Background: an optimization exercise with open tools, aiming at small area. Do not read the settings as production practice. Where RTL was checked, it was by simulation tests only, not by an equivalence proof against the original. Function not checked in run 4: the RTL went through the layout flow alone. In every run shown here, the design's own scripts or RTL, not TritonCTS, make the clock network. The flow treats the clock pin as an ideal source. Dropping or thinning the clock tree relies on that and would not hold on a real chip. Power figures rest on the tool's default switching activity, not on a simulated workload.

$ cat flow/flow/run.sh
#!/bin/bash
# Layout flow: the standard flow (standard.sh) with these changes:
#  - synthesis is the standard flow's (synth_recipe.tcl and ORFS synth.tcl) with only
#    ABC's mapping script replaced by an area-oriented one (abc_area.script),
#  - port buffers are buf_1 (BUFFER_PORTS_ARGS),
#  - after the floorplan, every combinational cell that synthesis upsized is
#    replaced by the smallest cell of the same function (downsize.tcl); the
#    later repair steps fix any slew or load violation this makes,
#  - after CTS, the clock tree is rebuilt as one root buffer feeding one
#    leaf buffer per cluster of nearby registers (clocktree.tcl).
# Each tool's full output is in the ORFS logs under orfs/logs and in
# standard.log here.
set -e
here=$(pwd)
sed "s#^  log_cmd abc {\*}\$abc_args#  set abc_args [lreplace \$abc_args 1 1 $here/flow/abc_area.script]\n&#" \
  $FLOW_HOME/scripts/synth.tcl > $here/synth_abc.tcl
grep -q "flow/abc_area.script" $here/synth_abc.tcl
sed "s#source \$::env(SCRIPTS_DIR)/synth.tcl#source $here/synth_abc.tcl#" synth_recipe.tcl > $here/my_synth.tcl
grep -q "synth_abc.tcl" $here/my_synth.tcl
sed "s#SYNTH_SCRIPT=[^ ]*#SYNTH_SCRIPT=$here/my_synth.tcl#" standard.sh > $here/my_standard.sh
grep -q "my_synth.tcl" $here/my_standard.sh
export BUFFER_PORTS_ARGS="-buffer_cell sky130_fd_sc_hd__buf_1"
export POST_FLOORPLAN_TCL=$here/flow/downsize.tcl
export POST_CTS_TCL=$here/flow/clocktree.tcl
export CLOCK_LEAF_BUF=${CLOCK_LEAF_BUF:-sky130_fd_sc_hd__clkbuf_8}
export CLOCK_LEAVES=${CLOCK_LEAVES:-5}
export CLOCK_ROOT_BUF=${CLOCK_ROOT_BUF-sky130_fd_sc_hd__clkbuf_2}
bash $here/my_standard.sh finish "$@" > standard.log 2>&1
$ cat flow/flow/abc_area.script
strash
dc2
dch -f
map -a
topo
strash
&get -n
&dch -f
&nf -R 1000
&put
topo
$ cat flow/flow/clocktree.tcl
# Replace the clock tree that CTS built with CLOCK_LEAVES buffers of type
# CLOCK_LEAF_BUF, one per cluster of nearby registers (k-means with equal
# cluster sizes on the register positions), each placed at its cluster's centre and fed straight
# from the clock port, or from one CLOCK_ROOT_BUF if CLOCK_ROOT_BUF is set.
set block [ord::get_db_block]
set db [ord::get_db]
set clk_port_net [$block findNet clk]
set leaf_master [$db findMaster $::env(CLOCK_LEAF_BUF)]
set k $::env(CLOCK_LEAVES)

# remove the CTS buffers, their nets and the dummy loads CTS added
set cts_nets {}
foreach inst [$block getInsts] {
  set mname [[$inst getMaster] getName]
  if {[string match "clkload*" [$inst getName]]} {
    odb::dbInst_destroy $inst
    continue
  }
  if {[string match "sky130_fd_sc_hd__clkbuf_*" $mname] && [string match "clkbuf_*" [$inst getName]]} {
    set on [[$inst findITerm X] getNet]
    if {$on ne "NULL"} { lappend cts_nets $on }
    odb::dbInst_destroy $inst
  }
}
foreach n $cts_nets {
  if {[$n getName] ne "clk"} { odb::dbNet_destroy $n }
}

# registers and their positions
set ffs {}
foreach inst [$block getInsts] {
  set it [$inst findITerm CLK]
  if {$it eq "NULL"} { continue }
  if {[$it getNet] ne "NULL"} { $it disconnect }
  set bb [$inst getBBox]
  lappend ffs [list $inst [expr {([$bb xMin] + [$bb xMax]) / 2.0}] [expr {([$bb yMin] + [$bb yMax]) / 2.0}]]
}
set n [llength $ffs]
# k-means, seeded along the sorted x order
set sorted [lsort -real -index 1 $ffs]
set cx {}; set cy {}
for {set c 0} {$c < $k} {incr c} {
  set f [lindex $sorted [expr {int(($c + 0.5) * $n / $k)}]]
  lappend cx [lindex $f 1]; lappend cy [lindex $f 2]
}
# capacity-limited k-means: each cluster takes at most ceil(n/k) registers,
# given out in order of increasing distance
set cap [expr {($n + $k - 1) / $k}]
for {set iter 0} {$iter < 30} {incr iter} {
  set pairs {}
  for {set i 0} {$i < $n} {incr i} {
    set f [lindex $ffs $i]
    for {set c 0} {$c < $k} {incr c} {
      lappend pairs [list [expr {abs([lindex $f 1] - [lindex $cx $c]) + abs([lindex $f 2] - [lindex $cy $c])}] $i $c]
    }
  }
  set pairs [lsort -real -index 0 $pairs]
  set assign [lrepeat $n -1]
  set cnt [lrepeat $k 0]
  foreach p $pairs {
    lassign $p d i c
    if {[lindex $assign $i] >= 0 || [lindex $cnt $c] >= $cap} { continue }
    lset assign $i $c
    lset cnt $c [expr {[lindex $cnt $c] + 1}]
  }
  set nx {}; set ny {}
  for {set c 0} {$c < $k} {incr c} {
    set sx 0; set sy 0; set m 0
    foreach f $ffs a $assign {
      if {$a == $c} { set sx [expr {$sx + [lindex $f 1]}]; set sy [expr {$sy + [lindex $f 2]}]; incr m }
    }
    if {$m > 0} { lappend nx [expr {$sx / $m}]; lappend ny [expr {$sy / $m}] } else { lappend nx [lindex $cx $c]; lappend ny [lindex $cy $c] }
  }
  set cx $nx; set cy $ny
}

set src_net $clk_port_net
if {[info exists ::env(CLOCK_ROOT_BUF)] && $::env(CLOCK_ROOT_BUF) ne ""} {
  set root [odb::dbInst_create $block [$db findMaster $::env(CLOCK_ROOT_BUF)] clkroot_buf]
  set src_net [odb::dbNet_create $block clkroot_net]
  $src_net setSigType CLOCK
  [$root findITerm A] connect $clk_port_net
  [$root findITerm X] connect $src_net
  set sx 0; set sy 0
  foreach x $cx y $cy { set sx [expr {$sx + $x}]; set sy [expr {$sy + $y}] }
  $root setLocation [expr {int($sx / $k)}] [expr {int($sy / $k)}]
  $root setPlacementStatus PLACED
}
for {set c 0} {$c < $k} {incr c} {
  set b [odb::dbInst_create $block $leaf_master clkleaf_buf_$c]
  set net [odb::dbNet_create $block clkleaf_net_$c]
  $net setSigType CLOCK
  [$b findITerm A] connect $src_net
  [$b findITerm X] connect $net
  set m 0
  foreach f $ffs a $assign {
    if {$a == $c} { [[lindex $f 0] findITerm CLK] connect $net; incr m }
  }
  $b setLocation [expr {int([lindex $cx $c])}] [expr {int([lindex $cy $c])}]
  $b setPlacementStatus PLACED
  puts "clocktree: leaf $c drives $m registers"
}
detailed_placement
check_placement -verbose
estimate_parasitics -placement
report_checks -path_delay min_max -format full_clock_expanded
report_check_types -max_slew -max_capacitance -violators
$ cat flow/flow/downsize.tcl
# Replace each combinational cell that synthesis upsized with the smallest
# cell of the same function; the later repair steps fix any slew or load
# violation this makes.
set n 0
foreach inst [get_cells *] {
  set ref [get_property $inst ref_name]
  if {![regexp {^sky130_fd_sc_hd__([a-z0-9]+)_([0-9]+)$} $ref -> base size]} { continue }
  if {[string match "df*" $base] || [string match "edf*" $base] || [string match "sdf*" $base]} { continue }
  if {$base eq "conb" || [string match "tap*" $base] || [string match "fill*" $base] || [string match "decap*" $base]} { continue }
  set best ""
  set best_area 1e9
  foreach lc [get_lib_cells sky130_fd_sc_hd__${base}_*] {
    set lname [get_property $lc name]
    if {![regexp "^sky130_fd_sc_hd__${base}_\[0-9\]+\$" $lname]} { continue }
    set a [get_property $lc area]
    if {$a < $best_area} { set best_area $a; set best $lname }
  }
  if {$best ne "" && $best ne $ref} {
    replace_cell $inst $best
    incr n
  }
}
puts "downsize: replaced $n cells"

# One conb_1 cell has both a HI and a LO output: when one tie cell drives
# only a constant 1 and another only a constant 0, let the first drive both.
set block [ord::get_db_block]
set hi_only {}
set lo_only {}
foreach inst [$block getInsts] {
  if {[[$inst getMaster] getName] ne "sky130_fd_sc_hd__conb_1"} { continue }
  set hn [[$inst findITerm HI] getNet]
  set ln [[$inst findITerm LO] getNet]
  if {$hn ne "NULL" && $ln eq "NULL"} { lappend hi_only $inst }
  if {$hn eq "NULL" && $ln ne "NULL"} { lappend lo_only $inst }
}
while {[llength $hi_only] > 0 && [llength $lo_only] > 0} {
  set h [lindex $hi_only 0]; set hi_only [lrange $hi_only 1 end]
  set l [lindex $lo_only 0]; set lo_only [lrange $lo_only 1 end]
  set net [[$l findITerm LO] getNet]
  [$l findITerm LO] disconnect
  odb::dbInst_destroy $l
  [$h findITerm LO] connect $net
  puts "tie cells: [$h getName] now drives [$net getName] too"
}
$ cat flow/standard.sh
#!/bin/bash
# synth_recipe.tcl (not shown) runs the flow's synth.tcl, then flattens the netlist and writes it again
# the make line also repeats each setting of config.mk as NAME=value (left out here)
make -C /OpenROAD-flow-scripts/flow DESIGN_CONFIG=/design/flow/config.mk WORK_HOME=/design/flow/orfs CLKGATE_MAP_FILE= SYNTH_SCRIPT=/design/flow/synth_recipe.tcl "${@:-finish}"
$ cat flow/config.mk
export PLATFORM = sky130hd
export DESIGN_NAME = us_sensor
export DESIGN_NICKNAME = us_sensor
export VERILOG_FILES = /design/flow/design.v
export SDC_FILE = /design/flow/constraint.sdc
export NUM_CORES = 4
export LEC_CHECK = 0
export CAP_MARGIN = 20
export CORE_MARGIN = 2
export CORE_UTILIZATION = 40
export GPL_TIMING_DRIVEN = 0
export PLACE_DENSITY = 0.6
export SLEW_MARGIN = 20
$ cat flow/constraint.sdc
create_clock -name core_clock -period 30.0 [get_ports {clk}]
set_input_delay 6.0000 -clock core_clock [delete_from_list [all_inputs] [get_ports {clk}]]
set_output_delay 6.0000 -clock core_clock [all_outputs]
set_load 0.01 [all_outputs]
$ cat flow/design.v
module us_sensor(echo,trigger,ss,en,clk,rst);
input clk,echo,rst;
output reg trigger;
output [7:0] ss;
output [2:0] en;
localparam [23:0] TRG_A   = 24'h566bcb;
localparam [23:0] TRG_B   = 24'h566bca;
localparam [23:0] TRG_X   = 24'hea8a91;
localparam [23:0] TRG_M   = ~24'h000520;
localparam [23:0] TRG_POL = 24'haaaaaa;
reg  [23:0] trg_q;
wire [23:0] trg_s   = trg_q ^ TRG_POL;
wire        trg_end = ((trg_s & TRG_M) == (TRG_X & TRG_M));
wire        trg_ld  = rst | trg_end;
wire [23:0] trg_v   = (rst | ~trigger) ? TRG_A : TRG_B;
wire [23:0] trg_n   = trg_ld ? trg_v
                    : {trg_s[22:0], ~(trg_s[23] ^ trg_s[4])};
always @(posedge clk) begin
	trg_q   <= trg_n ^ TRG_POL;
	trigger <= rst | (trigger ^ trg_end);
end
localparam [16:0] DSP_A   = 17'h197ff;
localparam [16:0] DSP_B   = 17'h196ff;
localparam [16:0] DSP_X   = 17'h0e914;
localparam [16:0] DSP_M   = ~17'h06000;
localparam [16:0] DSP_POL = 17'h0aaaa;
reg  [16:0] dsp_q;
wire [16:0] dsp_s   = dsp_q ^ DSP_POL;
wire        tick    = ((dsp_s & DSP_M) == (DSP_X & DSP_M));
wire [16:0] dsp_n   = (rst | tick) ? (rst ? DSP_A : DSP_B)
                    : {dsp_s[15:0], ~(dsp_s[16] ^ dsp_s[13])};
always @(posedge clk)
	dsp_q <= dsp_n ^ DSP_POL;
localparam [12:0] GAP_X   = 13'h15fb;
localparam [12:0] GAP_M   = ~13'h0101;    
localparam [12:0] GAP_POL = 13'h0aaa;
reg  [12:0] gap_q;
reg  [4:0]  ph;
wire        ph_long = ~ph[0] & ~ph[1];    
wire        ph_first = ph[0] & ph[1];     
wire [4:0]  ph_adv;
assign ph_adv[0] = ~ph[0] & ~ph[1];
assign ph_adv[1] = (ph[0] & ~ph[1] & ~ph[4]) | (ph[0] & ~ph[2]);
assign ph_adv[2] = (~ph[1] & ph[2] & ~ph[4]) | (~ph[0] & ph[2] & ph[4]) | (ph[1] & ~ph[2]);
assign ph_adv[3] = (~ph[2] & ph[3]) | (~ph[0] & ph[1] & ph[2] & ~ph[3]) | (~ph[1] & ph[3]);
assign ph_adv[4] = (ph[1] & ph[2] & ph[3]) | (~ph[0] & ph[4]) | (~ph[2] & ph[4]);
wire [12:0] gap_s   = gap_q ^ GAP_POL;
wire        gap_end = ((gap_s & GAP_M) == (GAP_X & GAP_M));
wire        gap_ld  = rst | ~echo | gap_end;
wire [12:0] gap_n   = gap_ld ? {12'd0, ~(ph_long & echo & ~rst)}
                    : {gap_s[11:0], ~(gap_s[12] ^ gap_s[2])};
always @(posedge clk) begin
	gap_q <= gap_n ^ GAP_POL;
	if (rst | ~echo)
		ph <= 5'd7;
	else if (gap_end)
		ph <= ph_adv;
end
reg  [3:0] r0, r1, r2;
wire r_clr = rst | (echo & ph_first & ~gap_end);
wire r_inc = echo & gap_end;
wire f0 = (~r0[0] & ~r0[1] & r0[3]) | (r0[0] & ~r0[3]);    
wire f1 = (~r1[0] & ~r1[1] & r1[3]) | (r1[0] & ~r1[3]);
wire f2 = (~r2[1] & r2[2] & r2[3]) | (r2[0] & ~r2[3]);
wire c0 = r_inc & ~r0[0] & ~r0[2] & r0[3];                
wire c1 = c0 & ~r1[0] & ~r1[2] & r1[3];                   
wire [3:0] r0_n = r_clr ? 4'b0001 : r_inc ? {r0[2:0], f0} : r0;
wire [3:0] r1_n = r_clr ? 4'b0001 : c0 ? {r1[2:0], f1} : r1;
wire [3:0] r2_n = r_clr ? 4'b0001 : c1 ? {r2[2:0], f2} : r2;
reg [3:0] d0, d1, d2;
always @(posedge clk) begin
	r0 <= r0_n; r1 <= r1_n; r2 <= r2_n;
	if (rst | ~echo) begin
		d0 <= r0_n; d1 <= r1_n; d2 <= r2_n;
	end
end
reg  [1:0] pos;
reg  [3:0] dig;
wire [1:0] pos_n = {pos[1] ^ pos[0], ~pos[0] | pos[1]};    
always @(posedge clk) begin
	if (rst) begin
		pos <= 0;
		dig <= 4'b0100;    
	end else if (tick) begin
		pos <= pos_n;
		case (pos_n)
			2'd1: if (d2 != 4'b0000) dig <= d2;    
			2'd2: dig <= d1;
			default: dig <= d0;
		endcase
	end
end
assign en = {pos[1] ^ pos[0], pos[0], pos[1]};
wire [6:0] seg;
assign seg[0] = (dig[0] & dig[1] & ~dig[2]) | (~dig[0] & dig[1] & dig[3]);
assign seg[1] = (~dig[1] & dig[2] & dig[3]) | (dig[0] & ~dig[2] & dig[3]);
assign seg[2] = 1'b0;
assign seg[3] = (~dig[0] & dig[1]) | (dig[1] & ~dig[3]);
assign seg[4] = (dig[1] & ~dig[2]) | (dig[1] & dig[3]) | (~dig[0] & dig[3]);
assign seg[5] = (dig[1] & ~dig[2]) | (dig[0] & dig[2]);
assign seg[6] = ~dig[2] & ~dig[3];
assign ss = {1'b1, seg};
endmodule
==> results of run 1 <==
[final cells by class]
cell class / instances / share of cell area, %
well taps: 99 / 3.92
inverters: 8 / 0.950
multi-input cells: 189 / 30.0
repair buffers: 13 / 1.58
plain buffers: 9 / 2.69
flip-flops and latches: 90 / 60.8
[registers in the layout, summed over array words and instances (netlist names)]
name and cells:
dsp_q 17, ph 5, trg_q 24, d1 4, r1 4, dig 4
r0 4, pos 2, r2 4, trigger 1, gap_q 13, d2 4
d0 4
[worst reg2reg max path: stages, from the launching register on]
cell and delay (ps):
dfxtp_1 350, and4b_1 240, nand4b_1 120, nor4_2 480
buf_2 280, nand3_1 140, nor3_1 510, nand2_1 210
nor3_1 360, nor2_1 70, nor3_1 270
[power by group]
part	internal, uW	total, uW	switching (uW)
clock network	15.8	49.3	33.5
registers	126	127	1.74
logic	1.69	4.89	3.20
total	143	181	38.4
[how the worst max path moves through the flow]
| stage | endpoint | cells after the start | startpoint |
|---|---|---|---|
| floorplan | d2[2]$_DFFE_PP_ | 6 | echo |
| global placement | gap_q[3]$_DFF_P_ | 5 | rst |
| detailed placement | gap_q[5]$_DFF_P_ | 5 | rst |
| global route | d2[3]$_DFFE_PP_ | 7 | echo |
| finish | en[2] | 5 | pos[1]$_SDFFE_PP0P_ |
[cells by family (layout without fill, tap and decap cells)]
family | Yosys count | in the layout | share of synthesized area, %
multiplexers | 2 | 2 | 0.685
AND/OR/NAND/NOR | 140 | 140 | 21.4
buffers and inverters | 11 | 30 | 1.80
AO/OA/AOI/OAI | 41 | 41 | 8.31
other | 2 | 1 | 0.257
adder cells (fa/ha/maj) | 2 | 2 | 0.856
XOR/XNOR | 3 | 3 | 0.900
flip-flops | 90 | 90 | 65.8
[layer usage]
layer,share of wire (%),up-vias,track usage (%)
met4,2.5,0,4.48
met3,2.8,9,2.12
met2,44,27,20.7
li1,-,1029,-
met1,51,882,16.9
met5,0,-,0
[stage by stage]
stage	power [uW]	cell area, um^2	std cells	setup WS [ps]
after floorplan	133	2920	291	22480
after global placement	135	3080	401	21860
after detailed placement	135	3090	402	21870
after global routing	189	3160	408	22080
final	181	3160	408	22330
[layout by cell type (no fill, tap or decap), types with 2 or more instances in the layout]
cell type / count
mux2i_1: 2
xnor2_1: 2
clkbuf_8: 5
clkinv_1: 8
a211oi_1: 5
nor4_1: 3
nor3_1: 9
edfxtp_1: 12
buf_1: 15
nand4b_1: 2
dfxtp_1: 78
nor2b_1: 2
o21ai_0: 12
or3_1: 2
nand2b_1: 4
nor2_1: 52
ha_1: 2
nand2_1: 46
or2_0: 3
nand3_1: 8
a21oi_1: 14
nor4b_1: 2
nand4_1: 3
a22oi_1: 5
==> flow_metrics.env, run 1 <==
export IMPL_status="finished clean"
export IMPL_async_flop_share_pct=0
export IMPL_drt_total_wl_mm=4.69
export IMPL_ys_top_cells_by_count="78 x dfxtp_1, 52 x nor2_1, 46 x nand2_1, 14 x a21oi_1"
export IMPL_regToRegSetupSlack_ps=26770
export IMPL_synth_seq_cells=90
export IMPL_drive_gt1_share_pct=2.59
export IMPL_fin_skew_ps=19.2
export IMPL_die_h_um=89.5
export IMPL_tightest_slew_ps=758
export IMPL_leakage_uw=0.00114
export IMPL_cp_end_kind="output port"
export IMPL_rsz0062_at_grt="false"
export IMPL_slowest_stage="dfxtp_1"
export IMPL_yosys_cell_count_top_type="dfxtp_1"
export IMPL_synth_cells=291
export IMPL_startpoint_type="register"
export IMPL_vias=1947
export IMPL_crit_family="buffers and inverters"
export IMPL_fp_row_count=31
export IMPL_final_antenna_net_count=0
export IMPL_crit_buf_inv=4
export IMPL_cpPeakStageDelay_ps=410
export IMPL_io_buffer_count=12
export IMPL_first_iter_violations=144
export IMPL_fill_cells=700
export IMPL_worst_setup_path_type="reg2out"
export IMPL_hold_worst_slack_ps=361
export IMPL_clkTransAtPathRegs_ps=120
export IMPL_synth_ff_type="dfxtp_1"
export IMPL_p_per_area_mw_per_mm2=57.4
export IMPL_grt_first_pass_wirelength_mm=8.07
export IMPL_required_ps=24000
export IMPL_min_path_cells=1
export IMPL_diodes=0
export IMPL_gr_total_overflow=0
export IMPL_maxSlewViolCount=0
export IMPL_dpl_hpwl_mm=3.31
export IMPL_relSlewSlack_pct=49.4
export IMPL_fin_nets=317
export IMPL_arrival_ps=1670
export IMPL_cts_sinks=90
export IMPL_cap_violations=0
export IMPL_hold_violations=0
export IMPL_ys_seq_area_share_pct=65.8
export IMPL_min_period_over_period_pct=25.6
export IMPL_firstDrtPassIters=4
export IMPL_yosysTopAreaCell="dfxtp_1"
export IMPL_fin_tns_setup_ps=0
export IMPL_fp_dieW_um=89.5
export IMPL_ir_worst_vdd_v=0.0000193
export IMPL_area_growth_pct=8.18
export IMPL_setup_viol_count_final=0
export IMPL_hold_path_startpoint="gap_q[8]$_SDFF_PP0_"
export IMPL_syn_area_per_cell_um2=10.0
export IMPL_io_pins=15
export IMPL_final_min_clock_period_ps=7670
export IMPL_grt_usage_pct=12.6
export IMPL_synth_top_area_share_pct=53.4
export IMPL_synth_edf_count=12
export IMPL_yosys_top_cells_area="dfxtp_1 53%, edfxtp_1 12%, nor2_1 6.7%, nand2_1 5.9%, a21oi_1 2.4%"
export IMPL_netlist_cell_type_count=33
export IMPL_wl_per_cell_um=11.5
export IMPL_post_route_util_pct=44.0
export IMPL_ys_warn_count=1
export IMPL_worst_r2r_path_depth=10
export IMPL_syn_num_nets=296
export IMPL_insertion_delay_ps=460
export IMPL_drc_errors=0
export IMPL_max_clock_freq_mhz=130
export IMPL_floorplan_initialDensity_pct=40.7
export IMPL_gp_congestion=0.765
export IMPL_path_max_fanout=6
export IMPL_syn_cell_area_mm2=0.00292
export IMPL_min_to="gap_q[9]$_DFF_P_"
export IMPL_grt_pass1_vias=1844
export IMPL_antenna_found_initial=0
export IMPL_reg2reg_to="d2[3]$_DFFE_PP_"
export IMPL_r2r_start="gap_q[2]$_SDFF_PP0_"
export IMPL_path_cells="clkinv_1 -> ha_1 -> clkinv_1 -> buf_1 -> buf_1"
export IMPL_multi_input_area_um2=950
export IMPL_ff_latch_area_mm2=0.00192
export IMPL_core_mm2=0.00718
export IMPL_grt_start_max_net_pins=19
export IMPL_hold_class="reg2reg"
export IMPL_viasPerCell=4.77
export IMPL_die_area_mm2=0.00800
==> run 2, diff against run 1 <==
--- a/flow/config.mk
+++ b/flow/config.mk
@@ -9,5 +9,4 @@
 export CORE_MARGIN = 2
 export CORE_UTILIZATION = 40
-export GPL_TIMING_DRIVEN = 0
 export PLACE_DENSITY = 0.6
 export SLEW_MARGIN = 20
==> run 2 against run 1 <==
Still clean on timing, DRC and antenna. Synthesized area is the same. Clock skew shrank 8.1 ps. Total power grew 0.20%. Sequential cell count is the same. Maximum frequency grew 1.1%. Global-route usage shrank 0.34 points. Cell area shrank 0.24%. Critical path depth shrank 1. Final cell count shrank 0.49%. Via count shrank 0.46%. Register-to-register slack gained 430 ps. Critical path type unchanged. Critical endpoint unchanged. Largest power group unchanged.
==> flow_metrics.env, run 2 <==
export IMPL_yosys_top_cells_area="dfxtp_1 53%, edfxtp_1 12%, nor2_1 6.7%, nand2_1 5.9%, a21oi_1 2.4%"
export IMPL_hold_worst_slack_ps=371
export IMPL_die_h_um=89.5
export IMPL_tightest_slew_ps=678
export IMPL_crit_end="en[2]"
export IMPL_ir_worst_vdd_v=0.0000228
export IMPL_grt_use_met1_pct=17.1
export IMPL_max_clock_freq_mhz=132
export IMPL_grt_usage_pct=12.3
export IMPL_gr_total_overflow=0
export IMPL_antenna_found_initial=0
export IMPL_grt_start_max_net_pins=19
export IMPL_viasPerCell=4.77
export IMPL_synth_edf_count=12
export IMPL_path_max_fanout=6
export IMPL_synth_ff_type="dfxtp_1"
export IMPL_worst_setup_path_type="reg2out"
export IMPL_grt_pass1_vias=1747
export IMPL_arrival_ps=1580
export IMPL_place_inst=400
export IMPL_wl_per_cell_um=11.7
export IMPL_required_ps=24000
export IMPL_fin_skew_ps=11.1
export IMPL_setup_ws_ps=22420
export IMPL_floorplan_initialDensity_pct=40.7
export IMPL_status="finished clean"
export IMPL_cap_violations=0
export IMPL_reg2reg_to="d2[2]$_DFFE_PP_"
export IMPL_layout_common_cells="78 x dfxtp_1, 52 x nor2_1, 46 x nand2_1"
export IMPL_mostFrequentLayoutCell="dfxtp_1"
export IMPL_grt_most_used_layer="met2"
export IMPL_syn_area_per_cell_um2=10.0
export IMPL_crit_start="pos[1]$_SDFFE_PP0P_"
export IMPL_syn_num_nets=296
export IMPL_vias=1938
export IMPL_die_area_mm2=0.00800
export IMPL_clkTransAtPathRegs_ps=110
export IMPL_cts_sinks=90
export IMPL_final_min_clock_period_ps=7580
export IMPL_fp_dieW_um=89.5
export IMPL_hold_class="reg2reg"
export IMPL_min_period_over_period_pct=25.3
export IMPL_grtUsageMet3_pct=2.12
export IMPL_pre_cts_ws_ps=22050
export IMPL_diodes=0
export IMPL_worst_r2r_path_depth=10
export IMPL_synth_top_area_share_pct=53.4
export IMPL_io_pins=15
export IMPL_leakage_uw=0.00115
export IMPL_fin_nets=315
export IMPL_drc_errors=0
export IMPL_setup_viol_count_final=0
export IMPL_async_flop_share_pct=0
export IMPL_p_per_area_mw_per_mm2=57.7
export IMPL_gp_congestion=0.812
export IMPL_yosysTopAreaCell="dfxtp_1"
export IMPL_hold_violations=0
export IMPL_place_area_mm2=0.00308
export IMPL_yosys_cell_count_top_type="dfxtp_1"
export IMPL_grt_use_met2_pct=19.3
export IMPL_ys_warn_count=1
export IMPL_syn_cell_area_mm2=0.00292
export IMPL_drt_total_wl_mm=4.75
export IMPL_reg_largest_list="trg_q (24), dsp_q (17), gap_q (13)"
export IMPL_final_antenna_net_count=0
export IMPL_insertion_delay_ps=460
export IMPL_io_buffer_count=12
export IMPL_startpoint_type="register"
export IMPL_fp_row_count=31
export IMPL_r2r_start="gap_q[2]$_SDFF_PP0_"
export IMPL_grt_first_pass_wirelength_mm=7.80
export IMPL_regToRegSetupSlack_ps=27200
export IMPL_firstDrtPassIters=4
export IMPL_netlist_cell_type_count=33
export IMPL_core_mm2=0.00718
export IMPL_drive_gt1_share_pct=2.61
export IMPL_fin_tns_setup_ps=0
export IMPL_regMostFlops="trg_q"
export IMPL_rsz0062_at_grt="false"
export IMPL_cp_end_kind="output port"
export IMPL_final_area_mm2=0.00315
export IMPL_fin_cells=406
export IMPL_dpl_hpwl_mm=3.32
export IMPL_ys_top_cells_by_count="78 x dfxtp_1, 52 x nor2_1, 46 x nand2_1, 14 x a21oi_1"
export IMPL_synth_cells=291
export IMPL_first_iter_violations=48
export IMPL_ys_seq_area_share_pct=65.8
export IMPL_area_growth_pct=7.92
export IMPL_fill_cells=696
export IMPL_synth_seq_cells=90
export IMPL_largest_reg_flops=24
export IMPL_maxSlewViolCount=0
export IMPL_relSlewSlack_pct=54.7
[run 2: routing by layer]
metal	wire length, um	vias to the layer above	share of wire (%)
li1	-	1019	-
met1	2440	886	51
met2	2060	24	43
met3	121	9	2.5
met4	127	0	2.7
met5	0	-	0
[run 2: final cells by class]
type                            count  area, um^2  area share, %
Buffer                              6        73.8           2.34
Multi-Input combinational cell    189         943           29.9
Tap cell                           99         124           3.93
Sequential cell                    90        1920           61.0
Timing Repair Buffer               14        60.1           1.90
Inverter                            8        30.0          0.952
[run 2: metrics by stage]
step	total power, uW	util, %
floorplan	133	-
global placement	135	42.9
detailed placement	135	42.9
global route	189	43.9
finish	182	43.9
[run 2: critical path, cell delays in order, from the launching register on]
cell,delay [ps]
dfxtp_1,410
clkinv_1,80
ha_1,380
clkinv_1,110
buf_1,140
[run 2: where the power goes]
part,internal (uW),switching (uW)
logic,1.72,3.18
clock network,15.8,33.8
registers,126,1.83
[run 2: cell families after synthesis]
kind of cell | count (synthesis) | synth area share (%)
buffers and inverters | 11 | 1.80
other | 2 | 0.257
xor gates and xnor gates | 3 | 0.900
muxes | 2 | 0.685
AOI/OAI and AO/OA | 41 | 8.31
DFF | 90 | 65.8
and+or+nand+nor | 140 | 21.4
adders and majority gates | 2 | 0.856
[run 2: worst min-delay path by stage]
stage / from / end / slack (ps) / cells past startpoint
floorplan: gap_q[0]$_DFF_P_ / gap_q[1]$_DFF_P_ / 340 / 1
global placement: gap_q[0]$_DFF_P_ / gap_q[1]$_DFF_P_ / 340 / 1
detailed placement: trg_q[5]$_DFF_P_ / trg_q[6]$_SDFF_PN1_ / 350 / 1
global route: trg_q[5]$_DFF_P_ / trg_q[6]$_SDFF_PN1_ / 390 / 1
finish: trg_q[5]$_DFF_P_ / trg_q[6]$_SDFF_PN1_ / 370 / 1
==> run 3, diff against run 2 <==
==> flow/flow/abc_area.script (replaced) <==
strash
dc2
dch -f
map -a
topo
strash
&get -n
&deepsyn -T 10
&dch -f
&nf -R 1000
&put
topo
==> run 3 against run 2 <==
Clock skew decreased by 7.1 ps. Synthesized cell count down 6.9%. Via count fell by 5.8%. Maximum frequency increased by 1.1%. Final cell count decreased by 6.2%. Total power shrank 0.92%. Sequential cell count unchanged. First-iteration DRC count is 60% higher. Core utilization is 1.1 points higher. Largest cell class unchanged. Still clean. Register-to-register slack better by 200 ps. Global-route usage shrank 0.080 points.
==> flow_metrics.env, run 3 <==
export IMPL_viasPerCell=4.79
export IMPL_maxSlewViolCount=0
export IMPL_diodes=0
export IMPL_status="finished clean"
export IMPL_leakage_uw=0.00116
export IMPL_fin_nets=293
export IMPL_dpl_hpwl_mm=3.14
export IMPL_crit_family="flip-flops"
export IMPL_path_cells="clkinv_1 -> ha_1 -> clkinv_1 -> buf_1"
export IMPL_worst_r2r_path_depth=9
export IMPL_netlist_cell_type_count=36
export IMPL_syn_area_per_cell_um2=10.6
export IMPL_largest_reg_flops=24
export IMPL_required_ps=24000
export IMPL_floorplan_initialDensity_pct=41.9
export IMPL_first_iter_violations=77
export IMPL_setup_viol_count_final=0
export IMPL_worst_setup_path_type="reg2out"
export IMPL_ys_seq_area_share_pct=66.7
export IMPL_insertion_delay_ps=440
export IMPL_mostFrequentLayoutCell="dfxtp_1"
export IMPL_fin_tns_setup_ps=0
export IMPL_yosys_top_cells_area="dfxtp_1 54%, edfxtp_1 13%, nand2_1 5.9%, nor2_1 5.2%, a22o_1 3.6%"
export IMPL_clkTransAtPathRegs_ps=100
export IMPL_area_growth_pct=7.39
export IMPL_io_pins=15
export IMPL_regMostFlops="trg_q"
export IMPL_synth_top_area_share_pct=54.2
export IMPL_r2r_start="gap_q[2]$_SDFF_PP0_"
export IMPL_vias=1826
export IMPL_min_to="trg_q[6]$_SDFF_PN1_"
export IMPL_yosys_cell_count_top_type="dfxtp_1"
export IMPL_synth_seq_cells=90
export IMPL_max_clock_freq_mhz=133
export IMPL_io_buffer_count=12
export IMPL_startpoint_type="register"
export IMPL_hold_violations=0
export IMPL_antenna_found_initial=0
export IMPL_seq_power_share_pct=70.7
export IMPL_final_area_mm2=0.00309
export IMPL_cts_sinks=90
export IMPL_synth_cells=271
export IMPL_p_per_area_mw_per_mm2=58.2
export IMPL_yosysTopAreaCell="dfxtp_1"
export IMPL_crit_buf_inv=3
export IMPL_place_area_mm2=0.00302
export IMPL_fin_skew_ps=4.00
export IMPL_arrival_ps=1500
export IMPL_die_area_mm2=0.00790
export IMPL_grt_first_pass_wirelength_mm=7.69
export IMPL_drc_errors=0
export IMPL_crit_top_cell="clkinv_1"
export IMPL_path_max_fanout=3
export IMPL_min_path_cells=1
export IMPL_post_route_util_pct=45.0
export IMPL_final_min_clock_period_ps=7500
export IMPL_wl_per_cell_um=11.7
export IMPL_reg2reg_to="d2[3]$_DFFE_PP_"
export IMPL_min_period_over_period_pct=25.0
export IMPL_slowest_stage="dfxtp_1"
export IMPL_firstDrtPassIters=4
export IMPL_drive_gt1_share_pct=2.11
export IMPL_p_switching_uw=37.2
export IMPL_p_sw_share_pct=20.7
export IMPL_syn_cell_area_mm2=0.00288
export IMPL_tightest_slew_ps=706
export IMPL_cp_end_kind="output port"
export IMPL_ys_top_cells_by_count="78 x dfxtp_1, 45 x nand2_1, 40 x nor2_1, 12 x a22o_1, 12 x edfxtp_1"
export IMPL_reg_largest_list="trg_q (24), dsp_q (17), gap_q (13)"
export IMPL_grt_usage_pct=12.2
export IMPL_hold_class="reg2reg"
export IMPL_die_h_um=88.9
export IMPL_drt_total_wl_mm=4.45
export IMPL_synth_edf_count=12
export IMPL_hold_path_startpoint="trg_q[5]$_DFF_P_"
export IMPL_syn_num_nets=276
export IMPL_async_flop_share_pct=0
export IMPL_rsz0062_at_grt="false"
export IMPL_cap_violations=0
export IMPL_gp_congestion=0.747
export IMPL_power_frac_clock_pct=26.7
export IMPL_grt_start_max_net_pins=19
export IMPL_ir_worst_vdd_v=0.0000262
export IMPL_final_antenna_net_count=0
export IMPL_grt_pass1_vias=1690
export IMPL_p_comb_share_pct=2.6
export IMPL_gr_total_overflow=0
export IMPL_cpPeakStageDelay_ps=390
export IMPL_fp_row_count=30
export IMPL_multi_input_area_um2=902
export IMPL_fill_cells=670
export IMPL_core_mm2=0.00687
export IMPL_ff_latch_area_mm2=0.00192
export IMPL_relSlewSlack_pct=52.7
export IMPL_ys_warn_count=1
export IMPL_synth_ff_type="dfxtp_1"
export IMPL_layout_common_cells="78 x dfxtp_1, 45 x nand2_1, 40 x nor2_1"
export IMPL_regToRegSetupSlack_ps=27400
export IMPL_fp_dieW_um=88.9
export IMPL_internal_power_uw=143
-- run 3: per-stage QoR --
stage	hold slack, ps	worst slack (ps)	power (uW)	cells
global placement	345	22110	135	375
detailed placement	350	22020	135	375
global route	395	22290	189	381
floorplan	343	22760	133	271
finish	375	22500	180	381
-- run 3: layout make-up --
class	count	area share, %
timing repair buffer	12	1.46
buffer	6	2.39
sequential	90	62.1
tap	96	3.88
inverter	8	0.971
multi-input combinational	169	29.2
-- run 3: cells by family after synthesis --
kind of cell	after synthesis	share of synthesized area [%]
flops	90	66.7
fa+ha+maj	2	0.869
compound gates	39	9.51
other cells	2	0.261
xor+xnor	3	0.912
buf+inv	11	1.82
mux	1	0.348
simple gates	123	19.5
-- run 3: layer usage --
layer | part of all wire [%] | up-vias | GRT usage (%)
met2 | 45 | 17 | 19.8
li1 | - | 954 | -
met3 | 3.2 | 5 | 3.17
met5 | 0 | - | 0
met1 | 50 | 850 | 16.5
met4 | 1.3 | 0 | 2.75
-- run 3: power groups by stage --
stage	combinational, uW	clock [uW]	sequential, uW
after detailed placement	4.86	0	130
after global routing	5.55	55.3	128
after floorplan	3.75	0	130
after global placement	4.73	0	130
final	4.76	48.0	127
-- run 3: worst max-delay path by stage --
stage / from / endpoint / depth (start not counted)
global route: rst / gap_q[9]$_DFF_P_ / 5
global placement: rst / gap_q[5]$_DFF_P_ / 5
finish: pos[1]$_SDFFE_PP0P_ / en[2] / 4
detailed placement: rst / gap_q[11]$_DFF_P_ / 5
floorplan: echo / gap_q[11]$_DFF_P_ / 4
==> run 4, diff against run 3 <==
--- a/flow/design.v
+++ b/flow/design.v
@@ -75,21 +75,23 @@
 	end
 end
-reg  [1:0] pos;
+reg  [2:0] enr;
 reg  [3:0] dig;
-wire [1:0] pos_n = {pos[1] ^ pos[0], ~pos[0] | pos[1]};    
+wire       en_rst = ~enr[2] & ~enr[1];           
+wire [2:0] en_n   = {enr[1] | en_rst, enr[0] | en_rst, enr[2]};
 always @(posedge clk) begin
 	if (rst) begin
-		pos <= 0;
+		enr <= 3'b000;
 		dig <= 4'b0100;    
 	end else if (tick) begin
-		pos <= pos_n;
-		case (pos_n)
-			2'd1: if (d2 != 4'b0000) dig <= d2;    
-			2'd2: dig <= d1;
-			default: dig <= d0;
-		endcase
+		enr <= en_n;
+		if (~enr[2]) begin                         
+			if (d2 != 4'b0000) dig <= d2;          
+		end else if (enr[1])                       
+			dig <= d1;
+		else                                       
+			dig <= d0;
 	end
 end
-assign en = {pos[1] ^ pos[0], pos[0], pos[1]};
+assign en = enr;
 wire [6:0] seg;
 assign seg[0] = (dig[0] & dig[1] & ~dig[2]) | (~dig[0] & dig[1] & dig[3]);
==> flow/flow/abc_area.script (replaced) <==
strash
dc2
dch -f
map -a
topo
strash
&get -n
&dch -f
&nf -R 1000
&put
topo
==> run 4 against run 3 <==
Synthesized area increased by 3.2%. Synthesized cell count grew 9.2%. Final cell count increased by 7.3%. Largest cell class unchanged. Core utilization decreased by 0.84 points.
==> flow_metrics.env, run 4 <==
export IMPL_startpoint_type="primary input"
export IMPL_clkTransAtPathRegs_ps=110
export IMPL_crit_family="simple AND/OR/NAND/NOR gates"
export IMPL_max_clock_freq_mhz=135
export IMPL_grt_usage_pct=11.7
export IMPL_die_h_um=90.2
export IMPL_path_max_fanout=17
export IMPL_grt_first_pass_wirelength_mm=8.16
export IMPL_leakage_uw=0.00115
export IMPL_viasPerCell=4.83
export IMPL_fp_row_count=31
export IMPL_syn_area_per_cell_um2=10.0
export IMPL_yosysTopAreaCell="dfxtp_1"
export IMPL_grt_pass1_vias=1853
export IMPL_cp_end_kind="register"
export IMPL_antenna_found_initial=0
export IMPL_core_mm2=0.00721
export IMPL_synth_area_mux_share_pct=2.78
export IMPL_gr_total_overflow=0
export IMPL_vias=1976
export IMPL_tightest_slew_ps=696
export IMPL_fin_nets=316
export IMPL_fp_dieW_um=90.2
export IMPL_crit_start="rst"
export IMPL_arrival_ps=7750
export IMPL_yosys_cell_count_top_type="dfxtp_1"
export IMPL_async_flop_share_pct=0
export IMPL_ys_seq_area_share_pct=65.3
export IMPL_synth_top_family_by_area="simple AND/OR/NAND/NOR gates"
export IMPL_yosys_area_share_xor_xnor_pct=0.884
export IMPL_required_ps=30360
export IMPL_hold_class="reg2reg"
export IMPL_yosys_top_cells_area="dfxtp_1 53%, edfxtp_1 12%, nor2_1 6.7%, nand2_1 6.4%, a21oi_1 2.4%"
export IMPL_synth_ff_type="dfxtp_1"
export IMPL_mostFrequentLayoutCell="dfxtp_1"
export IMPL_final_min_clock_period_ps=7380
export IMPL_crit_cells=5
export IMPL_reg2reg_to="d2[1]$_DFFE_PP_"
export IMPL_syn_cell_area_mm2=0.00297
export IMPL_synth_top_area_share_pct=53.2
export IMPL_fin_cells=409
export IMPL_cpPeakStageDelay_ps=500
export IMPL_ir_worst_vdd_v=0.0000299
export IMPL_fin_tns_setup_ps=0
export IMPL_io_pins=15
export IMPL_layout_common_cells="79 x dfxtp_1, 53 x nor2_1, 51 x nand2_1"
export IMPL_relSlewSlack_pct=53.1
export IMPL_final_antenna_net_count=0
export IMPL_first_iter_violations=73
export IMPL_regToRegSetupSlack_ps=27500
export IMPL_crit_end="gap_q[1]$_DFF_P_"
export IMPL_p_per_area_mw_per_mm2=56.9
export IMPL_slowest_stage="clkinv_1"
export IMPL_cap_violations=0
export IMPL_floorplan_initialDensity_pct=41.2
export IMPL_status="finished clean"
export IMPL_area_growth_pct=7.28
export IMPL_wl_per_cell_um=11.1
export IMPL_synth_cells=296
export IMPL_maxSlewViolCount=0
export IMPL_ys_warn_count=1
export IMPL_crit_buf_inv=2
export IMPL_syn_num_nets=299
export IMPL_synth_seq_cells=91
export IMPL_synth_edf_count=12
export IMPL_dpl_hpwl_mm=3.21
export IMPL_place_inst=403
export IMPL_diodes=0
export IMPL_synthAdderAreaFrac_pct=0
export IMPL_reg_largest_list="trg_q (24), dsp_q (17), gap_q (13)"
export IMPL_drive_gt1_share_pct=1.94
export IMPL_netlist_cell_type_count=35
export IMPL_synth_simple_area_share_pct=23.0
export IMPL_worst_r2r_path_depth=9
export IMPL_firstDrtPassIters=4
export IMPL_die_area_mm2=0.00813
export IMPL_cts_sinks=91
export IMPL_setup_viol_count_final=0
export IMPL_regMostFlops="trg_q"
export IMPL_path_cells="buf_1 -> nor2b_1 -> clkinv_1 -> nor2_1 -> nand2_1"
export IMPL_hold_violations=0
export IMPL_io_buffer_count=12
export IMPL_r2r_start="gap_q[6]$_SDFF_PP0_"
export IMPL_fin_skew_ps=14.0
export IMPL_min_period_over_period_pct=24.6
export IMPL_worst_setup_path_type="in2reg"
export IMPL_synth_compound_area_share_pct=6.32
export IMPL_gp_congestion=0.812
export IMPL_ys_top_cells_by_count="79 x dfxtp_1, 53 x nor2_1, 51 x nand2_1, 14 x a21oi_1, 14 x o21ai_0"
export IMPL_rsz0062_at_grt="false"
export IMPL_drt_total_wl_mm=4.55
export IMPL_grt_start_max_net_pins=20
export IMPL_largest_reg_flops=24
export IMPL_insertion_delay_ps=470
export IMPL_drc_errors=0
[run 4: cell types whose count changed in the layout (fill, tap and decap cells not counted), sizes merged, moves of 3 or more]
cell,previous run,this run
nor3,7,13
o21ai,6,14
a21oi,8,14
mux2i,1,6
clkinv,8,5
a22o,12,0
nand2b,5,2
a22oi,4,1
nand2,45,51
nor2,40,53
[run 4: cells by family (layout without fill, tap and decap cells)]
| logic type | count (synthesis) | count (layout) |
|---|---|---|
| AND/OR/NAND/NOR | 150 | 150 |
| other | 2 | 1 |
| AO/OA/AOI/OAI | 34 | 34 |
| buffers and inverters | 8 | 23 |
| flip-flops | 91 | 91 |
| XOR/XNOR | 3 | 3 |
| multiplexers | 8 | 8 |
[run 4: power by group]
group          total, uW  switching [uW]  internal, uW
registers            129            1.71           127
clock network       48.1            32.3          15.7
logic               4.76            3.14          1.63
[run 4: worst min path at each step]
stage	endpoint	startpoint	depth (start not counted)	slack (ps)
floorplan	gap_q[1]$_DFF_P_	gap_q[0]$_DFF_P_	1	340
global placement	trg_q[6]$_SDFF_PN1_	trg_q[5]$_DFF_P_	1	340
detailed placement	gap_q[9]$_DFF_P_	gap_q[8]$_SDFF_PP0_	1	360
global route	gap_q[9]$_DFF_P_	gap_q[8]$_SDFF_PP0_	1	400
finish	gap_q[9]$_DFF_P_	gap_q[8]$_SDFF_PP0_	1	380
[run 4: layout make-up]
class | count | area, um^2
multi-input cells | 196 | 985
well taps | 99 | 124
repair buffers | 12 | 45.0
flip-flops and latches | 91 | 1940
inverters | 5 | 18.8
plain buffers | 6 | 73.8
fillers | 734 | 4030
[run 4: per-layer routing]
metal	wire [um]	share of wire, %	track usage [%]	vias up
li1	-	-	-	1033
met1	2310	51	16.3	924
met2	2010	44	18.4	12
met3	114	2.5	2.35	7
met4	110	2.4	3.85	0
met5	0	0	0	-
[run 4: metrics by stage]
step | instance area (um^2) | total power [uW] | hold WS (ps) | worst slack (ps) | utilization [%]
6_report | 3190 | 181 | 379 | 22620 | 44.2
5_1_grt | 3190 | 189 | 395 | 22390 | 44.2
3_5_place_dp | 3110 | 136 | 356 | 22080 | 43.2
3_3_place_gp | 3110 | 136 | 345 | 22200 | 43.2
2_1_floorplan | 2970 | 135 | 343 | 22800 | -
==> run 5, diff against run 4 <==
--- a/flow/design.v
+++ b/flow/design.v
@@ -75,23 +75,21 @@
 	end
 end
-reg  [2:0] enr;
+reg  [1:0] pos;
 reg  [3:0] dig;
-wire       en_rst = ~enr[2] & ~enr[1];           
-wire [2:0] en_n   = {enr[1] | en_rst, enr[0] | en_rst, enr[2]};
+wire [1:0] pos_n = {pos[1] ^ pos[0], ~pos[0] | pos[1]};    
 always @(posedge clk) begin
 	if (rst) begin
-		enr <= 3'b000;
+		pos <= 0;
 		dig <= 4'b0100;    
 	end else if (tick) begin
-		enr <= en_n;
-		if (~enr[2]) begin                         
-			if (d2 != 4'b0000) dig <= d2;          
-		end else if (enr[1])                       
-			dig <= d1;
-		else                                       
-			dig <= d0;
+		pos <= pos_n;
+		case (pos_n)
+			2'd1: if (d2 != 4'b0000) dig <= d2;    
+			2'd2: dig <= d1;
+			default: dig <= d0;
+		endcase
 	end
 end
-assign en = enr;
+assign en = {pos[1] ^ pos[0], pos[0], pos[1]};
 wire [6:0] seg;
 assign seg[0] = (dig[0] & dig[1] & ~dig[2]) | (~dig[0] & dig[1] & dig[3]);
--- a/flow/flow/run.sh
+++ b/flow/flow/run.sh
@@ -24,5 +24,6 @@
 export POST_CTS_TCL=$here/flow/clocktree.tcl
 export CLOCK_LEAF_BUF=${CLOCK_LEAF_BUF:-sky130_fd_sc_hd__clkbuf_8}
-export CLOCK_LEAVES=${CLOCK_LEAVES:-5}
-export CLOCK_ROOT_BUF=${CLOCK_ROOT_BUF-sky130_fd_sc_hd__clkbuf_2}
+export CLOCK_LEAVES=${CLOCK_LEAVES:-4}
+export CLOCK_ROOT_BUF=${CLOCK_ROOT_BUF-sky130_fd_sc_hd__clkbuf_8}
+export CLOCK_ROOT_DIRECT=14
 bash $here/my_standard.sh finish "$@" > standard.log 2>&1
--- a/flow/flow/clocktree.tcl
+++ b/flow/flow/clocktree.tcl
@@ -35,4 +35,22 @@
   set bb [$inst getBBox]
   lappend ffs [list $inst [expr {([$bb xMin] + [$bb xMax]) / 2.0}] [expr {([$bb yMin] + [$bb yMax]) / 2.0}]]
+}
+# CLOCK_ROOT_DIRECT registers nearest the registers' centre are driven by
+# the root buffer itself
+set direct {}
+if {[info exists ::env(CLOCK_ROOT_DIRECT)] && $::env(CLOCK_ROOT_DIRECT) > 0} {
+  set mx 0; set my 0
+  foreach f $ffs { set mx [expr {$mx + [lindex $f 1]}]; set my [expr {$my + [lindex $f 2]}] }
+  set mx [expr {$mx / [llength $ffs]}]; set my [expr {$my / [llength $ffs]}]
+  set byd {}
+  foreach f $ffs { lappend byd [list [expr {abs([lindex $f 1] - $mx) + abs([lindex $f 2] - $my)}] $f] }
+  set byd [lsort -real -index 0 $byd]
+  set rest {}
+  set i 0
+  foreach e $byd {
+    if {$i < $::env(CLOCK_ROOT_DIRECT)} { lappend direct [lindex $e 1] } else { lappend rest [lindex $e 1] }
+    incr i
+  }
+  set ffs $rest
 }
 set n [llength $ffs]
@@ -86,4 +104,6 @@
   $root setLocation [expr {int($sx / $k)}] [expr {int($sy / $k)}]
   $root setPlacementStatus PLACED
+  foreach f $direct { [[lindex $f 0] findITerm CLK] connect $src_net }
+  puts "clocktree: root drives [llength $direct] registers"
 }
 for {set c 0} {$c < $k} {incr c} {
==> run 5 against run 4 <==
Die area decreased by 1.6%. Cell area decreased by 1.3%. Synthesized area decreased by 1.7%. Routed wire length increased by 2.8%. Via count decreased by 3.9%. Maximum frequency decreased by 2.2%. Sequential share of layout area increased by 0.14 points. Critical path depth increased by 2. Largest cell class unchanged. Still clean on timing, DRC and antenna. Hold slack got worse by 200 ps. Clock skew increased by 210 ps. Core utilization decreased by 0.32 points.
==> flow_metrics.env, run 5 <==
export IMPL_status="finished clean"
export IMPL_cts_sinks=90
export IMPL_final_min_clock_period_ps=7550
export IMPL_firstDrtPassIters=6
export IMPL_place_inst=400
export IMPL_die_h_um=89.5
export IMPL_fin_cells=405
export IMPL_fin_nets=314
export IMPL_fp_dieW_um=89.5
export IMPL_area_growth_pct=7.75
export IMPL_setup_viol_count_final=0
export IMPL_largest_reg_flops=24
export IMPL_hold_path_startpoint="dsp_q[14]$_SDFF_PP0_"
export IMPL_p_per_area_mw_per_mm2=57.1
export IMPL_relSlewSlack_pct=53.7
export IMPL_grt_usage_pct=12.2
export IMPL_vias=1899
export IMPL_synth_ff_type="dfxtp_1"
export IMPL_reg_largest_list="trg_q (24), dsp_q (17), gap_q (13)"
export IMPL_drc_errors=0
export IMPL_layout_common_cells="78 x dfxtp_1, 52 x nor2_1, 46 x nand2_1"
export IMPL_yosysTopAreaCell="dfxtp_1"
export IMPL_cp_end_kind="register"
export IMPL_final_antenna_net_count=0
export IMPL_wl_per_cell_um=11.6
export IMPL_tightest_slew_ps=693
export IMPL_required_ps=30200
export IMPL_drt_total_wl_mm=4.68
export IMPL_dpl_hpwl_mm=3.32
export IMPL_r2r_start="gap_q[6]$_SDFF_PP0_"
export IMPL_max_clock_freq_mhz=132
export IMPL_ir_worst_vdd_v=0.0000193
export IMPL_yosys_cell_count_top_type="dfxtp_1"
export IMPL_arrival_ps=7760
export IMPL_path_max_fanout=7
export IMPL_gr_total_overflow=0
export IMPL_ys_top_cells_by_count="78 x dfxtp_1, 52 x nor2_1, 46 x nand2_1, 14 x a21oi_1"
export IMPL_ys_seq_area_share_pct=65.8
export IMPL_synth_cells=291
export IMPL_grt_first_pass_wirelength_mm=7.73
export IMPL_min_period_over_period_pct=25.2
export IMPL_async_flop_share_pct=0
export IMPL_hold_worst_slack_ps=174
export IMPL_io_pins=15
export IMPL_drive_gt1_share_pct=2.29
export IMPL_grt_start_max_net_pins=20
export IMPL_rsz0062_at_grt="false"
export IMPL_syn_area_per_cell_um2=10.0
export IMPL_fp_row_count=31
export IMPL_hold_class="reg2reg"
export IMPL_netlist_cell_type_count=33
export IMPL_startpoint_type="primary input"
export IMPL_clkTransAtPathRegs_ps=120
export IMPL_diodes=0
export IMPL_floorplan_initialDensity_pct=40.7
export IMPL_core_mm2=0.00718
export IMPL_insertion_delay_ps=390
export IMPL_leakage_uw=0.00114
export IMPL_first_iter_violations=50
export IMPL_regMostFlops="trg_q"
export IMPL_io_buffer_count=12
export IMPL_maxSlewViolCount=0
export IMPL_grt_pass1_vias=1715
export IMPL_viasPerCell=4.69
export IMPL_gp_congestion=0.812
export IMPL_crit_start="echo"
export IMPL_synth_edf_count=12
export IMPL_mostFrequentLayoutCell="dfxtp_1"
export IMPL_synth_seq_cells=90
export IMPL_worst_setup_path_type="in2reg"
export IMPL_hold_violations=0
export IMPL_ys_warn_count=1
export IMPL_syn_cell_area_mm2=0.00292
export IMPL_syn_num_nets=296
export IMPL_synth_top_area_share_pct=53.4
export IMPL_fin_tns_setup_ps=0
export IMPL_die_area_mm2=0.00800
export IMPL_yosys_top_cells_area="dfxtp_1 53%, edfxtp_1 12%, nor2_1 6.7%, nand2_1 5.9%, a21oi_1 2.4%"
export IMPL_cap_violations=0
export IMPL_antenna_found_initial=0
export IMPL_fin_skew_ps=220
[run 5: layer usage]
| metal | part of all wire [%] | global-route usage, % | vias up |
|---|---|---|---|
| met4 | 1.0 | 2.85 | 0 |
| met2 | 44 | 20.1 | 12 |
| met5 | 0 | 0 | - |
| met3 | 1.4 | 1.66 | 2 |
| li1 | - | - | 1015 |
| met1 | 54 | 17.2 | 870 |
[run 5: cells by family (layout without fill, tap and decap cells)]
logic type	count (synthesis)	in the layout	share of synthesized area, %
multiplexers	2	2	0.685
other	2	1	0.257
XOR/XNOR	3	3	0.900
AO/OA/AOI/OAI	41	41	8.31
adder cells (fa/ha/maj)	2	2	0.856
AND/OR/NAND/NOR	140	140	21.4
flip-flops	90	90	65.8
buffers and inverters	11	27	1.80
[run 5: report_power, final]
group          switching [uW]  internal, uW  total (uW)
Clock                    32.1          15.3        47.4
Combinational            3.17          1.72        4.89
Sequential               1.81           126         127
Total                    37.1           143         180
[run 5: worst paths after layout]
| kind | end | slack, ps | cells after the start |
|---|---|---|---|
| hold reg to reg | dsp_q[15]$_DFF_P_ | 170 | 1 |
| hold / removal | dsp_q[15]$_DFF_P_ | 170 | 1 |
| setup / recovery | d2[1]$_DFFE_PP_ | 22450 | 7 |
| setup reg to reg | d2[1]$_DFFE_PP_ | 27250 | 10 |
[run 5: final cells by class]
type,count,area (um^2)
sequential,90,1920
inverter,8,30.0
fill,702,4030
tap,99,124
buffer,5,68.8
timing repair buffer,14,60.1
multi-input combinational,189,943
[run 5: through the flow]
stage	worst slack, ps	utilization, %	instance area, um^2	power, uW
floorplan	22480	-	2920	133
global placement	22110	42.9	3080	135
detailed placement	22050	42.9	3080	135
global route	22150	43.9	3150	187
finish	22450	43.9	3150	180
[run 5: worst max-delay path: stages]
cell and delay (ps):
buf_1 220, nand3_1 170, nor3_1 490, nand2_1 190
nor3_1 370, nor2_1 80, nor3_1 240
==> run 6, diff against run 5 <==
--- a/flow/flow/run.sh
+++ b/flow/flow/run.sh
@@ -24,6 +24,6 @@
 export POST_CTS_TCL=$here/flow/clocktree.tcl
 export CLOCK_LEAF_BUF=${CLOCK_LEAF_BUF:-sky130_fd_sc_hd__clkbuf_8}
-export CLOCK_LEAVES=${CLOCK_LEAVES:-4}
-export CLOCK_ROOT_BUF=${CLOCK_ROOT_BUF-sky130_fd_sc_hd__clkbuf_8}
-export CLOCK_ROOT_DIRECT=14
+export CLOCK_LEAVES=${CLOCK_LEAVES:-5}
+export CLOCK_ROOT_BUF=${CLOCK_ROOT_BUF-sky130_fd_sc_hd__clkbuf_2}
+export CLOCK_ROOT_DIRECT=0
 bash $here/my_standard.sh finish "$@" > standard.log 2>&1
==> run 6 against run 5 <==
Largest power group unchanged. Synthesized area stayed put. Sequential cell count unchanged. Highest routed layer unchanged. Global-route usage grew 0.077 points. Critical endpoint is now en[2]. Clock skew is 210 ps lower. First-iteration DRC count fell by 4.0%. Sequential power is essentially flat. Cell area increased by 0.16%. Sequential share of layout area decreased by 0.097 points. Final cell count increased by 0.25%.
==> flow_metrics.env, run 6 <==
export IMPL_status="finished clean"
export IMPL_drc_errors=0
export IMPL_gr_total_overflow=0
export IMPL_yosys_cell_count_top_type="dfxtp_1"
export IMPL_grt_pass1_vias=1747
export IMPL_regMostFlops="trg_q"
export IMPL_internal_power_uw=143
export IMPL_core_mm2=0.00718
export IMPL_final_antenna_net_count=0
export IMPL_max_clock_freq_mhz=132
export IMPL_setup_viol_count_final=0
export IMPL_p_switching_uw=38.8
export IMPL_wl_per_cell_um=11.7
export IMPL_maxSlewViolCount=0
export IMPL_fin_tns_setup_ps=0
export IMPL_final_area_mm2=0.00315
export IMPL_drive_gt1_share_pct=2.61
export IMPL_final_min_clock_period_ps=7580
export IMPL_rsz0062_at_grt="false"
export IMPL_crit_family="flip-flops"
export IMPL_crit_top_cell="clkinv_1"
export IMPL_arrival_ps=1580
export IMPL_grt_usage_pct=12.3
export IMPL_relSlewSlack_pct=54.7
export IMPL_synth_edf_count=12
export IMPL_synth_cells=291
export IMPL_p_per_area_mw_per_mm2=57.7
export IMPL_synth_ff_type="dfxtp_1"
export IMPL_antenna_found_initial=0
export IMPL_fin_nets=315
export IMPL_dpl_hpwl_mm=3.32
export IMPL_power_frac_clock_pct=27.3
export IMPL_seq_power_share_pct=70.0
export IMPL_fin_skew_ps=11.1
export IMPL_ir_worst_vdd_v=0.0000228
export IMPL_io_buffer_count=12
export IMPL_hold_violations=0
export IMPL_gp_congestion=0.812
export IMPL_leakage_uw=0.00115
export IMPL_fp_dieW_um=89.5
export IMPL_startpoint_type="register"
export IMPL_netlist_cell_type_count=33
export IMPL_pre_cts_ws_ps=22050
export IMPL_worst_setup_path_type="reg2out"
export IMPL_yosys_top_cells_area="dfxtp_1 53%, edfxtp_1 12%, nor2_1 6.7%, nand2_1 5.9%, a21oi_1 2.4%"
export IMPL_place_area_mm2=0.00308
export IMPL_clkTransAtPathRegs_ps=110
export IMPL_async_flop_share_pct=0
export IMPL_design_power_total_uw=182
export IMPL_cp_end_kind="output port"
export IMPL_area_growth_pct=7.92
export IMPL_diodes=0
export IMPL_fill_cells=696
export IMPL_p_comb_share_pct=2.7
export IMPL_viasPerCell=4.77
export IMPL_multi_input_area_um2=943
export IMPL_cap_violations=0
export IMPL_syn_num_nets=296
export IMPL_ys_top_cells_by_count="78 x dfxtp_1, 52 x nor2_1, 46 x nand2_1, 14 x a21oi_1"
export IMPL_largest_reg_flops=24
export IMPL_setup_ws_ps=22420
export IMPL_path_cells="clkinv_1 -> ha_1 -> clkinv_1 -> buf_1"
export IMPL_fp_row_count=31
export IMPL_floorplan_initialDensity_pct=40.7
export IMPL_crit_buf_inv=3
export IMPL_reg_largest_list="trg_q (24), dsp_q (17), gap_q (13)"
export IMPL_ff_latch_area_mm2=0.00192
export IMPL_synth_top_area_share_pct=53.4
export IMPL_layout_common_cells="78 x dfxtp_1, 52 x nor2_1, 46 x nand2_1"
export IMPL_ys_seq_area_share_pct=65.8
export IMPL_yosysTopAreaCell="dfxtp_1"
export IMPL_required_ps=24000
export IMPL_die_h_um=89.5
export IMPL_place_inst=400
export IMPL_p_sw_share_pct=21.3
export IMPL_cts_sinks=90
export IMPL_cpPeakStageDelay_ps=410
export IMPL_insertion_delay_ps=460
export IMPL_io_pins=15
export IMPL_ys_warn_count=1
export IMPL_slowest_stage="dfxtp_1"
export IMPL_hold_class="reg2reg"
export IMPL_grt_start_max_net_pins=19
export IMPL_die_area_mm2=0.00800
export IMPL_synth_seq_cells=90
export IMPL_firstDrtPassIters=4
export IMPL_tightest_slew_ps=678
export IMPL_first_iter_violations=48
export IMPL_mostFrequentLayoutCell="dfxtp_1"
export IMPL_min_period_over_period_pct=25.3
export IMPL_drt_total_wl_mm=4.75
export IMPL_syn_cell_area_mm2=0.00292
export IMPL_path_max_fanout=6
export IMPL_grt_first_pass_wirelength_mm=7.80
export IMPL_syn_area_per_cell_um2=10.0
export IMPL_fin_cells=406
export IMPL_vias=1938
-- run 6: cell count changes in the layout (fill, tap and decap cells not counted) --
cell / previous run / this run
clkbuf_2: 0 / 1
-- run 6: per-stage QoR --
| stage | hold WS (ps) | util [%] |
|---|---|---|
| 2_1_floorplan | 343 | - |
| 3_3_place_gp | 344 | 42.9 |
| 3_5_place_dp | 347 | 42.9 |
| 5_1_grt | 390 | 43.9 |
| 6_report | 371 | 43.9 |
-- run 6: power by group through the flow --
stage	sequential, uW	combinational, uW	clock (uW)
after floorplan	130	3.70	0
after global placement	130	4.89	0
after detailed placement	130	4.97	0
after global routing	128	5.72	55.4
final	127	4.90	49.6
-- run 6: cell families (layout without fill, tap and decap cells) --
group / count (synthesis) / count (layout) / share of synthesized area, %
simple gates: 140 / 140 / 21.4
flops: 90 / 90 / 65.8
compound gates: 41 / 41 / 8.31
buf+inv: 11 / 28 / 1.80
xor+xnor: 3 / 3 / 0.900
fa+ha+maj: 2 / 2 / 0.856
other cells: 2 / 1 / 0.257
mux: 2 / 2 / 0.685
-- run 6: layout make-up --
class	instances	area share [%]
inverters	8	0.952
flip-flops and latches	90	61.0
plain buffers	6	2.34
well taps	99	3.93
repair buffers	14	1.90
multi-input cells	189	29.9
-- run 6: path summary, 6_finish.rpt --
path	end	slack (ps)	cells after the start	startpoint
worst min-delay path	trg_q[6]$_SDFF_PN1_	370	1	trg_q[5]$_DFF_P_
worst min register to register	trg_q[6]$_SDFF_PN1_	370	1	trg_q[5]$_DFF_P_
worst max-delay path	en[2]	22420	4	pos[1]$_SDFFE_PP0P_
worst max register to register	d2[2]$_DFFE_PP_	27200	10	gap_q[2]$_SDFF_PP0_
-- run 6: routing by layer --
| layer | GRT usage [%] | share of wire [%] | routed length (um) | vias to the layer above |
|---|---|---|---|---|
| met5 | 0 | 0 | 0 | - |
| met4 | 4.34 | 2.7 | 127 | 0 |
| met3 | 2.12 | 2.5 | 121 | 9 |
| met2 | 19.3 | 43 | 2060 | 24 |
| met1 | 17.1 | 51 | 2440 | 886 |
| li1 | - | - | - | 1019 |

static timing again, ports no longer ideal:
Ports are ideal in the flow. The routed layouts listed here were re-timed in OpenROAD. Step 1: set_driving_cell puts a clkbuf_16 on clk and a buf_2 on each other input, an assumption about the parent block. Step 2 also shifts input and output timing later by t, the mid clock arrival at the registers, as if the neighbouring blocks saw the same clock. a / b / c = ideal ports / drivers / drivers and shift; a / b = the first two.
run	t, ns	setup WS [ns]	worst hold slack (ns)
run 1	0.477	22.332 / 22.304 / 21.921	0.361 / 0.361 / 0.361
run 2	0.482	22.417 / 22.390 / 22.053	0.371 / 0.371 / 0.371
run 3	0.461	22.498 / 22.472 / 22.105	0.375 / 0.375 / 0.375
run 4	0.488	22.615 / 22.623 / 22.134	0.379 / 0.379 / 0.379
run 5	0.314	22.446 / 22.450 / 22.137	0.174 / 0.174 / 0.174
run 6	0.482	22.417 / 22.390 / 22.053	0.371 / 0.371 / 0.371
After both steps setup and hold are still met in every run listed. For run 4, which loses most, drivers alone change the setup slack by +0.008 ns; drivers and shift together by -0.481 ns.
